What follows belongs to an exercise in optimizing a design on an open flow for small area, a short achievable clock period and few clock cycles per item; a production flow would make more cautious choices. Only the layout flow was run in this run; the RTL was not checked for function there.

--- flow/design.v ---
package cordic_pkg;
    localparam int XY_W = 16;
    localparam int ANGLE_W = 32;
    localparam int MAX_ITER = 32;  
    localparam logic signed [31:0] ANG_PI = 32'sh8000_0000;
    localparam logic signed [31:0] ANG_PI_2 = 32'sh4000_0000;
    localparam logic signed [15:0] KINV_Q15 = 16'sd19898;  
    localparam int KINV_SHIFT = 15;
    localparam real PI = 3.14159265358979323846;
    function automatic logic signed [MAX_ITER-1:0] atan_lut(input int unsigned idx);
        case (idx)
          0: atan_lut = 32'sh2000_0000;
          1: atan_lut = 32'sh12E4_051D;
          2: atan_lut = 32'sh09FB_385B;
          3: atan_lut = 32'sh0511_11D4;
          4: atan_lut = 32'sh028B_0D43;
          5: atan_lut = 32'sh0145_77E1;
          6: atan_lut = 32'sh00A2_EC1E;
          7: atan_lut = 32'sh0051_F155;
          8: atan_lut = 32'sh0028_F953;
          9: atan_lut = 32'sh0014_7E6E;
          10: atan_lut = 32'sh000A_7CC8;
          11: atan_lut = 32'sh0005_3E64;
          12: atan_lut = 32'sh0002_9F32;
          13: atan_lut = 32'sh0001_4F99;
          14: atan_lut = 32'sh0000_A7CC;
          15: atan_lut = 32'sh0000_53E6;
          default: atan_lut = 32'sd0;
        endcase
    endfunction
endpackage
module addsub_rc #(
    parameter int W = 18
)(
    input  logic [W-1:0] a,
    input  logic [W-1:0] b,
    input  logic         sub,
    output logic [W-1:0] s
);
    logic [W:0] c;
    logic [W-1:0] bb;
    assign c[0] = sub;
    assign bb = b ^ {W{sub}};
    genvar j;
    generate
        for (j = 0; j < W; j++) begin : B
            assign s[j] = a[j] ^ bb[j] ^ c[j];
            assign c[j+1] = (a[j] & bb[j]) | (a[j] & c[j]) | (bb[j] & c[j]);
        end
    endgenerate
endmodule
module cordic_preproc (
    input  logic signed [15:0] x_in,
    input  logic signed [15:0] y_in,
    input  logic [1:0]         q,
    output logic signed [17:0] x0,
    output logic signed [17:0] y0
);
    logic signed [17:0] xe, ye;
    assign xe = 18'(x_in);
    assign ye = 18'(y_in);
    assign x0 = (q == 2'b01) ? -ye : (q == 2'b10) ? ye : xe;
    assign y0 = (q == 2'b01) ? xe : (q == 2'b10) ? -xe : ye;
endmodule
module cordic_rotator (
    input  logic        clk,
    input  logic        rst_n,
    input  logic        ce,
    input  logic        in_valid,
    input  logic [15:0] x_start,
    input  logic [15:0] y_start,
    input  logic [31:0] angle,
    output logic        pv,
    output logic [15:0] cos_o,
    output logic [15:0] sin_o
);
    logic [16:0] v;
    always_ff @(posedge clk or negedge rst_n) begin
        if (!rst_n) v <= '0;
        else if (ce) v <= {v[15:0], in_valid};
    end
    assign pv = v[16];
    logic [15:0] xr0, yr0;
    logic [31:0] ar0;
    always_ff @(posedge clk) if (ce) begin xr0 <= x_start; yr0 <= y_start; ar0 <= angle; end
    logic signed [17:0] x_0, y_0;
    cordic_preproc u_pre (.x_in(xr0), .y_in(yr0), .q(ar0[31:30]), .x0(x_0), .y0(y_0));
    logic d_0, d_1;
    assign d_0 = ar0[31];
    assign d_1 = ~ar0[29];
    logic [29:0] z_1;
    assign z_1 = {~ar0[29], ar0[28:0]};
    logic signed [17:0] x_1, y_1;
    logic signed [17:0] x_0_sh, y_0_sh;
    assign x_0_sh = x_0 >>> 0;
    assign y_0_sh = y_0 >>> 0;
    assign x_1 = x_0 + (d_0 ? y_0_sh : ~y_0_sh) + {17'd0, ~d_0};
    assign y_1 = y_0 + (d_0 ? ~x_0_sh : x_0_sh) + {17'd0, d_0};
    logic signed [17:0] x_1_r;
    always_ff @(posedge clk) if (ce) x_1_r <= x_1;
    logic signed [17:0] y_1_r;
    always_ff @(posedge clk) if (ce) y_1_r <= y_1;
    logic [29:0] z_1_r;
    always_ff @(posedge clk) if (ce) z_1_r <= z_1;
    logic d_1_s1;
    assign d_1_s1 = z_1_r[29];
    logic signed [17:0] x_2, y_2;
    logic signed [17:0] x_1_r_sh, y_1_r_sh;
    assign x_1_r_sh = x_1_r >>> 1;
    assign y_1_r_sh = y_1_r >>> 1;
    assign x_2 = x_1_r + (d_1_s1 ? y_1_r_sh : ~y_1_r_sh) + {17'd0, ~d_1_s1};
    assign y_2 = y_1_r + (d_1_s1 ? ~x_1_r_sh : x_1_r_sh) + {17'd0, d_1_s1};
    logic [29:0] z_2;
    assign z_2 = z_1_r[29:0] + (d_1_s1 ? 30'h12E4051D : ~30'h12E4051D) + {29'd0, ~d_1_s1};
    logic d_2;
    assign d_2 = z_2[29];
    logic signed [17:0] x_2_r;
    always_ff @(posedge clk) if (ce) x_2_r <= x_2;
    logic signed [17:0] y_2_r;
    always_ff @(posedge clk) if (ce) y_2_r <= y_2;
    logic [29:0] z_2_r;
    always_ff @(posedge clk) if (ce) z_2_r <= z_2;
    logic d_2_s2;
    assign d_2_s2 = z_2_r[29];
    logic signed [17:0] x_3, y_3;
    logic signed [17:0] x_2_r_sh, y_2_r_sh;
    assign x_2_r_sh = x_2_r >>> 2;
    assign y_2_r_sh = y_2_r >>> 2;
    assign x_3 = x_2_r + (d_2_s2 ? y_2_r_sh : ~y_2_r_sh) + {17'd0, ~d_2_s2};
    assign y_3 = y_2_r + (d_2_s2 ? ~x_2_r_sh : x_2_r_sh) + {17'd0, d_2_s2};
    logic [28:0] z_3;
    assign z_3 = z_2_r[28:0] + (d_2_s2 ? 29'h9FB385B : ~29'h9FB385B) + {28'd0, ~d_2_s2};
    logic d_3;
    assign d_3 = z_3[28];
    logic signed [17:0] x_3_r;
    always_ff @(posedge clk) if (ce) x_3_r <= x_3;
    logic signed [17:0] y_3_r;
    always_ff @(posedge clk) if (ce) y_3_r <= y_3;
    logic [28:0] z_3_r;
    always_ff @(posedge clk) if (ce) z_3_r <= z_3;
    logic d_3_s3;
    assign d_3_s3 = z_3_r[28];
    logic signed [17:0] x_4, y_4;
    logic signed [17:0] x_3_r_sh, y_3_r_sh;
    assign x_3_r_sh = x_3_r >>> 3;
    assign y_3_r_sh = y_3_r >>> 3;
    assign x_4 = x_3_r + (d_3_s3 ? y_3_r_sh : ~y_3_r_sh) + {17'd0, ~d_3_s3};
    assign y_4 = y_3_r + (d_3_s3 ? ~x_3_r_sh : x_3_r_sh) + {17'd0, d_3_s3};
    logic [27:0] z_4;
    assign z_4 = z_3_r[27:0] + (d_3_s3 ? 28'h51111D4 : ~28'h51111D4) + {27'd0, ~d_3_s3};
    logic d_4;
    assign d_4 = z_4[27];
    logic signed [17:0] x_4_r;
    always_ff @(posedge clk) if (ce) x_4_r <= x_4;
    logic signed [17:0] y_4_r;
    always_ff @(posedge clk) if (ce) y_4_r <= y_4;
    logic [27:0] z_4_r;
    always_ff @(posedge clk) if (ce) z_4_r <= z_4;
    logic d_4_s4;
    assign d_4_s4 = z_4_r[27];
    logic signed [17:0] x_5, y_5;
    logic signed [17:0] x_4_r_sh, y_4_r_sh;
    assign x_4_r_sh = x_4_r >>> 4;
    assign y_4_r_sh = y_4_r >>> 4;
    assign x_5 = x_4_r + (d_4_s4 ? y_4_r_sh : ~y_4_r_sh) + {17'd0, ~d_4_s4};
    assign y_5 = y_4_r + (d_4_s4 ? ~x_4_r_sh : x_4_r_sh) + {17'd0, d_4_s4};
    logic [26:0] z_5;
    assign z_5 = z_4_r[26:0] + (d_4_s4 ? 27'h28B0D43 : ~27'h28B0D43) + {26'd0, ~d_4_s4};
    logic d_5;
    assign d_5 = z_5[26];
    logic signed [17:0] x_5_r;
    always_ff @(posedge clk) if (ce) x_5_r <= x_5;
    logic signed [17:0] y_5_r;
    always_ff @(posedge clk) if (ce) y_5_r <= y_5;
    logic [26:0] z_5_r;
    always_ff @(posedge clk) if (ce) z_5_r <= z_5;
    logic d_5_s5;
    assign d_5_s5 = z_5_r[26];
    logic signed [17:0] x_6, y_6;
    logic signed [17:0] x_5_r_sh, y_5_r_sh;
    assign x_5_r_sh = x_5_r >>> 5;
    assign y_5_r_sh = y_5_r >>> 5;
    assign x_6 = x_5_r + (d_5_s5 ? y_5_r_sh : ~y_5_r_sh) + {17'd0, ~d_5_s5};
    assign y_6 = y_5_r + (d_5_s5 ? ~x_5_r_sh : x_5_r_sh) + {17'd0, d_5_s5};
    logic [25:0] z_6;
    assign z_6 = z_5_r[25:0] + (d_5_s5 ? 26'h14577E1 : ~26'h14577E1) + {25'd0, ~d_5_s5};
    logic d_6;
    assign d_6 = z_6[25];
    logic signed [17:0] x_6_r;
    always_ff @(posedge clk) if (ce) x_6_r <= x_6;
    logic signed [17:0] y_6_r;
    always_ff @(posedge clk) if (ce) y_6_r <= y_6;
    logic [25:0] z_6_r;
    always_ff @(posedge clk) if (ce) z_6_r <= z_6;
    logic d_6_s6;
    assign d_6_s6 = z_6_r[25];
    logic signed [17:0] x_7, y_7;
    logic signed [17:0] x_6_r_sh, y_6_r_sh;
    assign x_6_r_sh = x_6_r >>> 6;
    assign y_6_r_sh = y_6_r >>> 6;
    assign x_7 = x_6_r + (d_6_s6 ? y_6_r_sh : ~y_6_r_sh) + {17'd0, ~d_6_s6};
    assign y_7 = y_6_r + (d_6_s6 ? ~x_6_r_sh : x_6_r_sh) + {17'd0, d_6_s6};
    logic [24:0] z_7;
    assign z_7 = z_6_r[24:0] + (d_6_s6 ? 25'hA2EC1E : ~25'hA2EC1E) + {24'd0, ~d_6_s6};
    logic d_7;
    assign d_7 = z_7[24];
    logic signed [17:0] x_7_r;
    always_ff @(posedge clk) if (ce) x_7_r <= x_7;
    logic signed [17:0] y_7_r;
    always_ff @(posedge clk) if (ce) y_7_r <= y_7;
    logic [24:0] z_7_r;
    always_ff @(posedge clk) if (ce) z_7_r <= z_7;
    logic d_7_s7;
    assign d_7_s7 = z_7_r[24];
    logic signed [17:0] x_8, y_8;
    logic signed [17:0] x_7_r_sh, y_7_r_sh;
    assign x_7_r_sh = x_7_r >>> 7;
    assign y_7_r_sh = y_7_r >>> 7;
    assign x_8 = x_7_r + (d_7_s7 ? y_7_r_sh : ~y_7_r_sh) + {17'd0, ~d_7_s7};
    assign y_8 = y_7_r + (d_7_s7 ? ~x_7_r_sh : x_7_r_sh) + {17'd0, d_7_s7};
    logic [23:0] z_8;
    assign z_8 = z_7_r[23:0] + (d_7_s7 ? 24'h51F155 : ~24'h51F155) + {23'd0, ~d_7_s7};
    logic d_8;
    assign d_8 = z_8[23];
    logic signed [17:0] x_8_r;
    always_ff @(posedge clk) if (ce) x_8_r <= x_8;
    logic signed [17:0] y_8_r;
    always_ff @(posedge clk) if (ce) y_8_r <= y_8;
    logic [23:0] z_8_r;
    always_ff @(posedge clk) if (ce) z_8_r <= z_8;
    logic d_8_s8;
    assign d_8_s8 = z_8_r[23];
    logic signed [17:0] x_9, y_9;
    logic signed [17:0] x_8_r_sh, y_8_r_sh;
    assign x_8_r_sh = x_8_r >>> 8;
    assign y_8_r_sh = y_8_r >>> 8;
    assign x_9 = x_8_r + (d_8_s8 ? y_8_r_sh : ~y_8_r_sh) + {17'd0, ~d_8_s8};
    assign y_9 = y_8_r + (d_8_s8 ? ~x_8_r_sh : x_8_r_sh) + {17'd0, d_8_s8};
    logic [22:0] z_9;
    assign z_9 = z_8_r[22:0] + (d_8_s8 ? 23'h28F953 : ~23'h28F953) + {22'd0, ~d_8_s8};
    logic d_9;
    assign d_9 = z_9[22];
    logic signed [17:0] x_9_r;
    always_ff @(posedge clk) if (ce) x_9_r <= x_9;
    logic signed [17:0] y_9_r;
    always_ff @(posedge clk) if (ce) y_9_r <= y_9;
    logic [22:0] z_9_r;
    always_ff @(posedge clk) if (ce) z_9_r <= z_9;
    logic d_9_s9;
    assign d_9_s9 = z_9_r[22];
    logic signed [17:0] x_10, y_10;
    logic signed [17:0] x_9_r_sh, y_9_r_sh;
    assign x_9_r_sh = x_9_r >>> 9;
    assign y_9_r_sh = y_9_r >>> 9;
    assign x_10 = x_9_r + (d_9_s9 ? y_9_r_sh : ~y_9_r_sh) + {17'd0, ~d_9_s9};
    assign y_10 = y_9_r + (d_9_s9 ? ~x_9_r_sh : x_9_r_sh) + {17'd0, d_9_s9};
    logic [21:0] z_10;
    assign z_10 = z_9_r[21:0] + (d_9_s9 ? 22'h147E6E : ~22'h147E6E) + {21'd0, ~d_9_s9};
    logic d_10;
    assign d_10 = z_10[21];
    logic signed [17:0] x_10_r;
    always_ff @(posedge clk) if (ce) x_10_r <= x_10;
    logic signed [17:0] y_10_r;
    always_ff @(posedge clk) if (ce) y_10_r <= y_10;
    logic [21:0] z_10_r;
    always_ff @(posedge clk) if (ce) z_10_r <= z_10;
    logic d_10_s10;
    assign d_10_s10 = z_10_r[21];
    logic signed [17:0] x_11, y_11;
    logic signed [17:0] x_10_r_sh, y_10_r_sh;
    assign x_10_r_sh = x_10_r >>> 10;
    assign y_10_r_sh = y_10_r >>> 10;
    assign x_11 = x_10_r + (d_10_s10 ? y_10_r_sh : ~y_10_r_sh) + {17'd0, ~d_10_s10};
    assign y_11 = y_10_r + (d_10_s10 ? ~x_10_r_sh : x_10_r_sh) + {17'd0, d_10_s10};
    logic [20:0] z_11;
    assign z_11 = z_10_r[20:0] + (d_10_s10 ? 21'hA7CC8 : ~21'hA7CC8) + {20'd0, ~d_10_s10};
    logic d_11;
    assign d_11 = z_11[20];
    logic signed [17:0] x_11_r;
    always_ff @(posedge clk) if (ce) x_11_r <= x_11;
    logic signed [17:0] y_11_r;
    always_ff @(posedge clk) if (ce) y_11_r <= y_11;
    logic [20:0] z_11_r;
    always_ff @(posedge clk) if (ce) z_11_r <= z_11;
    logic d_11_s11;
    assign d_11_s11 = z_11_r[20];
    logic signed [17:0] x_12, y_12;
    logic signed [17:0] x_11_r_sh, y_11_r_sh;
    assign x_11_r_sh = x_11_r >>> 11;
    assign y_11_r_sh = y_11_r >>> 11;
    assign x_12 = x_11_r + (d_11_s11 ? y_11_r_sh : ~y_11_r_sh) + {17'd0, ~d_11_s11};
    assign y_12 = y_11_r + (d_11_s11 ? ~x_11_r_sh : x_11_r_sh) + {17'd0, d_11_s11};
    logic [19:0] z_12;
    assign z_12 = z_11_r[19:0] + (d_11_s11 ? 20'h53E64 : ~20'h53E64) + {19'd0, ~d_11_s11};
    logic d_12;
    assign d_12 = z_12[19];
    logic signed [17:0] x_12_r;
    always_ff @(posedge clk) if (ce) x_12_r <= x_12;
    logic signed [17:0] y_12_r;
    always_ff @(posedge clk) if (ce) y_12_r <= y_12;
    logic [19:0] z_12_r;
    always_ff @(posedge clk) if (ce) z_12_r <= z_12;
    logic d_12_s12;
    assign d_12_s12 = z_12_r[19];
    logic signed [17:0] x_13, y_13;
    logic signed [17:0] x_12_r_sh, y_12_r_sh;
    assign x_12_r_sh = x_12_r >>> 12;
    assign y_12_r_sh = y_12_r >>> 12;
    assign x_13 = x_12_r + (d_12_s12 ? y_12_r_sh : ~y_12_r_sh) + {17'd0, ~d_12_s12};
    assign y_13 = y_12_r + (d_12_s12 ? ~x_12_r_sh : x_12_r_sh) + {17'd0, d_12_s12};
    logic [18:0] z_13;
    assign z_13 = z_12_r[18:0] + (d_12_s12 ? 19'h29F32 : ~19'h29F32) + {18'd0, ~d_12_s12};
    logic d_13;
    assign d_13 = z_13[18];
    logic signed [17:0] x_13_r;
    always_ff @(posedge clk) if (ce) x_13_r <= x_13;
    logic signed [17:0] y_13_r;
    always_ff @(posedge clk) if (ce) y_13_r <= y_13;
    logic [18:0] z_13_r;
    always_ff @(posedge clk) if (ce) z_13_r <= z_13;
    logic d_13_s13;
    assign d_13_s13 = z_13_r[18];
    logic signed [17:0] x_14, y_14;
    logic signed [17:0] x_13_r_sh, y_13_r_sh;
    assign x_13_r_sh = x_13_r >>> 13;
    assign y_13_r_sh = y_13_r >>> 13;
    assign x_14 = x_13_r + (d_13_s13 ? y_13_r_sh : ~y_13_r_sh) + {17'd0, ~d_13_s13};
    assign y_14 = y_13_r + (d_13_s13 ? ~x_13_r_sh : x_13_r_sh) + {17'd0, d_13_s13};
    logic [17:0] z_14;
    assign z_14 = z_13_r[17:0] + (d_13_s13 ? 18'h14F99 : ~18'h14F99) + {17'd0, ~d_13_s13};
    logic d_14;
    assign d_14 = z_14[17];
    logic signed [17:0] x_14_r;
    always_ff @(posedge clk) if (ce) x_14_r <= x_14;
    logic signed [17:0] y_14_r;
    always_ff @(posedge clk) if (ce) y_14_r <= y_14;
    logic [17:0] z_14_r;
    always_ff @(posedge clk) if (ce) z_14_r <= z_14;
    logic d_14_s14;
    assign d_14_s14 = z_14_r[17];
    logic signed [17:0] x_15, y_15;
    logic signed [17:0] x_14_r_sh, y_14_r_sh;
    assign x_14_r_sh = x_14_r >>> 14;
    assign y_14_r_sh = y_14_r >>> 14;
    assign x_15 = x_14_r + (d_14_s14 ? y_14_r_sh : ~y_14_r_sh) + {17'd0, ~d_14_s14};
    assign y_15 = y_14_r + (d_14_s14 ? ~x_14_r_sh : x_14_r_sh) + {17'd0, d_14_s14};
    logic [16:0] z_15;
    assign z_15 = z_14_r[16:0] + (d_14_s14 ? 17'hA7CC : ~17'hA7CC) + {16'd0, ~d_14_s14};
    logic d_15;
    assign d_15 = z_15[16];
    logic [0:0] d_15_r;
    always_ff @(posedge clk) if (ce) d_15_r <= d_15;
    logic signed [17:0] x_15_r;
    always_ff @(posedge clk) if (ce) x_15_r <= x_15;
    logic signed [17:0] y_15_r;
    always_ff @(posedge clk) if (ce) y_15_r <= y_15;
    logic signed [17:0] x_16, y_16;
    logic signed [17:0] x_15_r_sh, y_15_r_sh;
    assign x_15_r_sh = x_15_r >>> 15;
    assign y_15_r_sh = y_15_r >>> 15;
    assign x_16 = x_15_r + (d_15_r ? y_15_r_sh : ~y_15_r_sh) + {17'd0, ~d_15_r};
    assign y_16 = y_15_r + (d_15_r ? ~x_15_r_sh : x_15_r_sh) + {17'd0, d_15_r};
    logic signed [17:0] x_16_r;
    always_ff @(posedge clk) if (ce) x_16_r <= x_16;
    logic signed [17:0] y_16_r;
    always_ff @(posedge clk) if (ce) y_16_r <= y_16;
    logic [30:0] cprod, sprod;
    assign cprod = 31'(x_16_r) * 31'd19898;
    assign sprod = 31'(y_16_r) * 31'd19898;
    assign cos_o = cprod[30:15];
    assign sin_o = sprod[30:15];
endmodule
module cordic_rot_top (
    input logic clk,
    input logic rst_n,
    input logic in_valid,
    output logic in_ready,
    input logic signed [15:0] x_start,
    input logic signed [15:0] y_start,
    input logic signed [31:0] angle,
    output logic out_valid,
    input logic out_ready,
    output logic signed [15:0] cosine,
    output logic signed [15:0] sine
);
    logic ce;
    logic pv;
    logic [15:0] pc, ps;
    cordic_rotator u_rot (
        .clk(clk), .rst_n(rst_n), .ce(ce), .in_valid(in_valid),
        .x_start(x_start), .y_start(y_start), .angle(angle),
        .pv(pv), .cos_o(pc), .sin_o(ps)
    );
    logic [31:0] e0, e1;
    logic wp, rp, ov;
    logic [1:0] cnt, cnt_n;
    logic push, pop;
    assign push = ce & pv;
    assign pop = ov & out_ready;
    assign cnt_n = cnt + {1'b0, push} - {1'b0, pop};
    always_ff @(posedge clk) begin
        if (push & ~wp) e0 <= {pc, ps};
        if (push & wp) e1 <= {pc, ps};
    end
    always_ff @(posedge clk or negedge rst_n) begin
        if (!rst_n) begin
            wp <= 1'b0;
            rp <= 1'b0;
            cnt <= 2'd0;
            ov <= 1'b0;
            ce <= 1'b1;
        end else begin
            wp <= wp ^ push;
            rp <= rp ^ pop;
            cnt <= cnt_n;
            ov <= (cnt_n != 2'd0);
            ce <= (cnt_n != 2'd2);
        end
    end
    assign in_ready = ce;
    assign out_valid = ov;
    assign {cosine, sine} = rp ? e1 : e0;
endmodule
--- flow/run.sh ---
#!/bin/bash
# synth_recipe.tcl (not shown) runs the flow's synth.tcl, then flattens the netlist and writes it again
# the make line also repeats each setting of config.mk as NAME=value (left out here)
make -C /OpenROAD-flow-scripts/flow DESIGN_CONFIG=/design/flow/config.mk WORK_HOME=/design/flow/orfs CLKGATE_MAP_FILE= SYNTH_SCRIPT=/design/flow/synth_recipe.tcl finish
--- flow/config.mk ---
export PLATFORM = sky130hd
export DESIGN_NAME = cordic_rot_top
export DESIGN_NICKNAME = cordic_rot_top
export VERILOG_FILES = /design/flow/design.v
export SDC_FILE = /design/flow/constraint.sdc
export NUM_CORES = 4
export LEC_CHECK = 0
export ABC_CLOCK_PERIOD_IN_PS = 3500
export CAP_MARGIN = 20
export CORE_MARGIN = 2
export CORE_UTILIZATION = 40
export SETUP_SLACK_MARGIN = 5
export SLEW_MARGIN = 20
--- flow/constraint.sdc ---
create_clock -name core_clock -period 8.5 [get_ports {clk}]
set_input_delay 1.7000 -clock core_clock [delete_from_list [all_inputs] [get_ports {clk}]]
set_output_delay 1.7000 -clock core_clock [all_outputs]
set_load 0.01 [all_outputs]
==> summary.md <==
| Metric | Value |
|---|---|
| CTS root buf | clkbuf_16 |
| Drt wl/cell | 17.0 um |
| H-Tree Depth | 4 |
| Tmin final | 6.09 ns |
| Status | no timing/DRC/antenna violations |
| WP data required | 9.04 ns |
| Crit path launch type | register |
| Post-Syn Nets | 9569 |
| Crit path max fanout | 4 |
| Final wirelength | 200000 um |
| Iter 0 DRT Violations | 3115 |
| R2R Path Start | u_rot.y_16_r[9] |
| Hold Path Class | register to register |
| Worst stage delay on the critical path | 0.56 ns |
| Initial Utilization | 40.3% |
| Layout cell share with drive strength beyond 1 | 17.3% |
| Max Root-Sink Buffers | 3 |
| I/O Buffers | 101 |
| CTS Buf Count | 132 |
| Fmax | 164 MHz |
| Synth area leader | edfxtp_1 |
| Setup ws final | 2.41 ns |
| Largest net degree at the start of global routing | 174 |
| TritonCTS clock tree | done |
| Core area | 212000 um2 |
| Synth area leaders | edfxtp_1 37%, ha_1 16%, xnor2_1 6.6%, fa_1 6.4%, xor2_1 4.2% |
| Slew Viols, Final | 0 |
| Die Ht | 467 um |
| Worst-Skew Late Latency | 0.80 ns |
| Synthesized area | 85600 um2 |
| Hold wc startpoint | u_rot.ar0[20] |
| NumNets Final | 10.2k |
| Worst Skew | 0.0319 ns |
| Clock Pin Slew Worst Setup and Hold Paths | 0.06 ns |
| Die area | 218000 um2 |
| Yosys top cell area share | 36.7% |
| Crit. Startpoint | u_rot.y_16_r[9] |
| Final setup viols | 0 |
| Rel. slew slack | 29.3% |
| Placement Rows | 169 |
| IO Count | 102 |
| CP most frequent cell | fa_1 |
| Hpwl dp | 138000 um |
| Initial antenna violation count | 2 |
| Worst Path Arrival | 6.62 ns |
| Pre-Repair DR Iteration Count | 8 |
| Max cap viols | 0 |
| Sequential area share after synthesis | 37.4% |
| Synth Instances | 8159 |
| Detailed-route via count | 61.7k |
| EDFF count, synth | 1046 |
| DP Worst Slack | 1.60 ns |
| Worst setup path category | register to register |
| Clock Sinks | 1069 |
| CP Cell Sequence | buf_6 -> ha_1 -> inv_1 -> fa_1 -> inv_1 -> fa_1 -> fa_1 -> fa_1 -> inv_1 -> fa_1 -> inv_1 -> ha_1 -> a21oi_2 -> o21ai_2 -> and2_1 -> a221o_1 -> o41a_1 -> buf_4 -> buf_6 -> a21o_1 -> o21ai_1 -> nand2b_1 -> xor2_1 |
| RePlAce Congestion | 0.861 |
| Synthesis Warnings | 2 |
| First-pass GRT wire length | 318000 um |
| Number of global-route vias before repair | 62.3k |
| Die Width | 467 um |
| CP max stage cell | fa_1 |
| #FFs+latches synth | 1069 |
| Critical path endpoint category | register |
| Grt ovf | 0 |
| Setup tns final | 0 ns |
| Final Hold Violating Endpoints | 0 |
| # DRC | 0 |
| RSZ-0062 raised after global routing | yes |
| Gr usage total | 17.9% |
| Post-synth cell types | 90 |
| Slew @ Worst Pin | 1.06 ns |
| Number of vias per cell | 5.24 |
| Crit share post-route | 71.6% |
| Area Growth Syn to Fin | 20.8% |
| Antenna Nets Post-Route | 0 |
| Ys async rst share | 2.15% |
| Avg Cell Area, Syn | 10.5 um2 |
| Top FF cell, synth | edfxtp_1 |
-- routing by layer --
| layer | vias to the layer above | GRT usage [%] | routed length [um] |
|---|---|---|---|
| met4 | 0 | 7.07 | 7890 |
| met3 | 352 | 2.13 | 5410 |
| met1 | 29600 | 20.1 | 80000 |
| li1 | 30800 | - | - |
| met2 | 928 | 34.2 | 107000 |
| met5 | - | 0 | 0 |
-- metrics by stage --
step           std cells  instance area, um2  hold slack (ns)  utilization [%]
2_1_floorplan       8159               85700            0.400                -
3_3_place_gp       11000               90200            0.403             42.5
3_5_place_dp       11000               90200            0.405             42.5
4_1_cts            11600              100000            0.419             47.1
5_1_grt            11800              103000            0.421             48.7
6_report           11800              103000            0.417             48.7
-- Yosys cell counts (20+ instances only) --
library cell	n
a31o_2	53
o211ai_1	55
nor2b_1	138
o311ai_0	20
o2111ai_1	31
nor3_1	231
ha_1	1070
xnor2_1	646
or2_2	29
a211oi_1	58
o21a_1	99
clkbuf_1	65
a2111oi_0	22
and3_1	76
and2_1	31
a21boi_0	86
nor2_1	571
nand2b_1	127
a21oi_1	485
or3_1	69
and4_1	28
edfxtp_1	1046
a21o_1	237
o21ai_0	354
mux2_2	52
o31ai_1	41
inv_1	809
nand3_1	128
nand2_1	358
a31oi_1	55
xor2_1	409
nand4_1	27
o21bai_1	76
dfrtp_1	22
fa_1	272
-- cells by family after synthesis --
group,Yosys count,share of synthesized area [%]
AO/OA/AOI/OAI,1854,14.3
XOR/XNOR,1055,10.8
adder cells (fa/ha/maj),1342,22.0
buffers and inverters,894,3.95
flip-flops,1069,37.4
multiplexers,72,0.924
AND/OR/NAND/NOR,1873,10.7
-- worst max-delay path: cells and delay by family, from the launching register on --
kind | cells | cell delay (ns)
compound gates | 6 | 1.25
xor+xnor | 1 | 0.15
fa+ha+maj | 7 | 3.06
buf+inv | 7 | 0.66
flops | 1 | 0.48
simple gates | 2 | 0.23
-- state kept, by name, indices dropped and copies added, names as in the netlist, 19 cells and up --
register,count
u_rot.z_8_r,24
u_rot.z_12_r,20
u_rot.z_6_r,26
u_rot.z_7_r,25
u_rot.z_10_r,22
u_rot.z_5_r,27
e0,32
u_rot.z_2_r,30
u_rot.ar0,32
u_rot.z_9_r,23
u_rot.z_3_r,29
u_rot.z_11_r,21
u_rot.z_13_r,19
u_rot.z_1_r,30
e1,32
u_rot.z_4_r,28
-- path summary, 6_finish.rpt --
path,end,cells past startpoint,slack (ns)
worst min-delay path,u_rot.z_1_r[20],0,0.42
worst max-delay path,e1[12],23,2.41
min in group asynchronous,rp,1,0.89
worst min register to register,u_rot.z_1_r[20],0,0.42
max in group asynchronous,rp,1,7.25
worst max register to register,e1[12],23,2.41
-- layout make-up --
| cell class | instances | area [um2] |
|---|---|---|
| Sequential cell | 1069 | 32000 |
| Fill cell | 19100 | 109000 |
| Clock inverter | 79 | 871 |
| Multi-Input combinational cell | 6196 | 54100 |
| Antenna cell | 2 | 5.00 |
| Clock buffer | 160 | 3480 |
| Timing Repair Buffer | 625 | 6320 |
| Inverter | 810 | 3140 |
| Tap cell | 2821 | 3530 |
-- repair_timing --
action,in CTS,in global routing
endpoints found under the setup margin,555,453
gates resized for setup,786,505
pin swaps,269,325
hold buffers,0,0
cloned,20,5
setup buffers,298,164
-- cells in the final DEF, fill, tap and decap left out, types with 67 or more instances in the layout --
cell type / Yosys / final
ha_1: 1070 / 996
xnor2_1: 646 / 608
clkbuf_16: 0 / 139
nand2b_1: 127 / 127
a21o_1: 237 / 236
o21a_1: 99 / 97
nand2_1: 358 / 346
nor2_1: 571 / 550
nor3_1: 231 / 215
buf_4: 1 / 376
o21ai_0: 354 / 242
nor2b_1: 138 / 131
buf_6: 0 / 111
inv_1: 809 / 738
a21oi_2: 0 / 87
xor2_1: 409 / 386
nand3_1: 128 / 125
edfxtp_1: 1046 / 1046
o21bai_1: 76 / 73
and3_1: 76 / 73
a21oi_1: 485 / 391
clkdlybuf4s50_1: 0 / 67
fa_1: 272 / 248

port drivers added, routing unchanged:
No port has a modelled driver above. Below, the same layout with a new extraction and two added sets of constraints. Step 1: set_driving_cell puts a clkbuf_16 on clk and a buf_2 on each other input, an assumption about the parent block. Step 2 adds t to the input delays and takes it off the output delays; t is the mean of the earliest and latest rising clock arrival at the registers after step 1. Input paths then give back, and output paths get back, about the clock's delay inside the block. Slacks: ideal ports / drivers / drivers and shift; pairs: ideal ports / drivers.
t, ns: 0.867
slack for setup (ns): 2.413 / 2.413 / 2.413
hold slack, ns: 0.417 / 0.417 / 0.417
pins driven straight from the clock port: 1
After both steps this run still meets setup and hold. The setup slack of this run moves by 0.000 ns with the drivers and by 0.000 ns with both steps.
